What follows belongs to an exercise in optimizing a design on an open flow for small area and a short achievable clock period; a production flow would make more cautious choices.
In this exercise RTL edits were held to simulation tests only and were not proved equivalent to the original.
Power and IR drop assume default switching activity.

maple:
// sort2in1
module sort2in1
#(parameter W = 12)
(
    input clk,
    input synrst,
    input DataEn,
    input [W-1:0] DataIn,
    output [W-1:0] DataMax,
    output reg [W+4-1:0] DataSumOut
);
For scale: ~1400 cells after synthesis, roughly 220 flip-flops, roughly 43 I/O pins.
==> module sort2in1, before the edit <==
module sort2in1
#(parameter W = 12)
(
    input clk,
    input synrst,
    input DataEn,
    input [W-1:0] DataIn,
    output [W-1:0] DataMax,
    output reg [W+4-1:0] DataSumOut
);
    reg [W-1:0] Rn [0:15];
    wire [W-1:0] R [0:15];
    reg [W-1:0] Delta;
    wire [16:0] flag;
    assign flag[16] = 1'b0;
    wire go = DataEn & ~synrst;
    genvar i;
    generate
        for (i = 0; i < 16; i = i + 1) begin : g_slot
            assign flag[i] = DataIn >= R[i];
            wire [W-1:0] up = (i == 15) ? {W{1'b0}} : R[(i == 15) ? 15 : i + 1];
            wire s_up   = go & flag[i+1];
            wire s_in   = go & flag[i] & ~flag[i+1];
            wire s_hold = ~synrst & ~(DataEn & flag[i]);
            assign R[i] = ~Rn[i];
            always @(posedge clk)
                Rn[i] <= ~(({W{s_up}} & up) | ({W{s_in}} & DataIn) | ({W{s_hold}} & R[i]));
        end
    endgenerate
    assign DataMax = R[15];
    always @(posedge clk)
        if (synrst || !(DataEn && flag[0]))
            Delta <= {W{1'b0}};
        else
            Delta <= DataIn - R[0];
    always @(posedge clk)
        if (synrst)
            DataSumOut <= {(W+4){1'b0}};
        else
            DataSumOut <= DataSumOut + {4'b0, Delta};
endmodule
clock: 6.5 ns
lec_check: 0
cap_margin: 20
core_margin: 2
core_utilization: 40
slew_margin: 20
run.sh (not shown) runs the stock make flow with config.mk's settings and CLKGATE_MAP_FILE= SYNTH_SCRIPT=/design/flow/synth_recipe.tcl, a recipe that flattens the netlist after the stock synthesis.
Changes in garnet relative to maple:
--- a/flow/design.v
+++ b/flow/design.v
@@ -8,19 +8,38 @@
     output [W-1:0] DataMax,
     output reg [W+4-1:0] DataSumOut
 );
     reg [W-1:0] Rn [0:15];
     wire [W-1:0] R [0:15];
     reg [W-1:0] Delta;
+    function automatic ge12(input [11:0] a, input [11:0] b);
+        reg [11:0] g, l;
+        reg [5:0] g1, l1;
+        reg [2:0] g2, l2;
+        integer k;
+        begin
+            g = a & ~b;
+            l = ~a & b;
+            for (k = 0; k < 6; k = k + 1) begin
+                g1[k] = g[2*k+1] | (~l[2*k+1] & g[2*k]);
+                l1[k] = l[2*k+1] | (~g[2*k+1] & l[2*k]);
+            end
+            for (k = 0; k < 3; k = k + 1) begin
+                g2[k] = g1[2*k+1] | (~l1[2*k+1] & g1[2*k]);
+                l2[k] = l1[2*k+1] | (~g1[2*k+1] & l1[2*k]);
+            end
+            ge12 = g2[2] | (~l2[2] & (g2[1] | (~l2[1] & ~l2[0])));
+        end
+    endfunction
     wire [16:0] flag;
     assign flag[16] = 1'b0;
     wire go = DataEn & ~synrst;
     genvar i;
     generate
         for (i = 0; i < 16; i = i + 1) begin : g_slot
-            assign flag[i] = DataIn >= R[i];
+            assign flag[i] = ge12(DataIn, R[i]);
             wire [W-1:0] up = (i == 15) ? {W{1'b0}} : R[(i == 15) ? 15 : i + 1];
             wire s_up   = go & flag[i+1];
             wire s_in   = go & flag[i] & ~flag[i+1];
             wire s_hold = ~synrst & ~(DataEn & flag[i]);
             assign R[i] = ~Rn[i];
             always @(posedge clk)
[summary]
garnet completed end to end with timing, DRC and antenna clean. Summary: with maple as the reference, fmax in garnet moved down by more than 10%. garnet: utilization 1.2 points below maple. The highest-power group comes out sequential cells in one run and clock in the other, namely in maple and garnet respectively. maple -> garnet: length of routed met3 wiring increased by more than 100%. The final hold slack was comparable across garnet and maple. Against maple, garnet comes in 12% lower on mean cell area of the mapped netlist. Summary of garnet over maple: worst setup slack decreased by 0.52 ns relative to the old numbers; logic gate share of total power fell by 8.2 points; largest stage delay on the critical path higher; power went down. Taking maple as the reference point, the instance count on the critical path of garnet falls by 4.

[what the ideal ports hide]
Ports are ideal in the flow. The routed layouts listed here were re-timed in OpenROAD.
Step 1 sets driving cells, clkbuf_16 on the clock port and buf_2 on the other inputs (assumed; they add their load-dependent delay and slew).
Step 2 adds t to the input delays and takes it off the output delays; t is the mean of the earliest and latest rising clock arrival at the registers after step 1. Input paths then give back, and output paths get back, about the clock's delay inside the block.
Slacks: ideal ports / drivers / drivers and shift; pairs: ideal ports / drivers.
run | t (ns) | setup slack, ns | worst hold slack (ns) | worst data-port slew with drivers (ns) | cell pins on the clock port's net
maple | 0.577 | 2.078 / 2.102 / 1.525 | 0.494 / 0.494 / 0.494 | 0.04 | 1
garnet | 0.575 | 1.555 / 1.574 / 1.000 | 0.491 / 0.491 / 0.491 | 0.04 | 1
After both steps setup and hold are still met in every run listed. The setup slack of garnet, which loses most, moves by +0.019 ns with the drivers and by -0.555 ns with both steps.
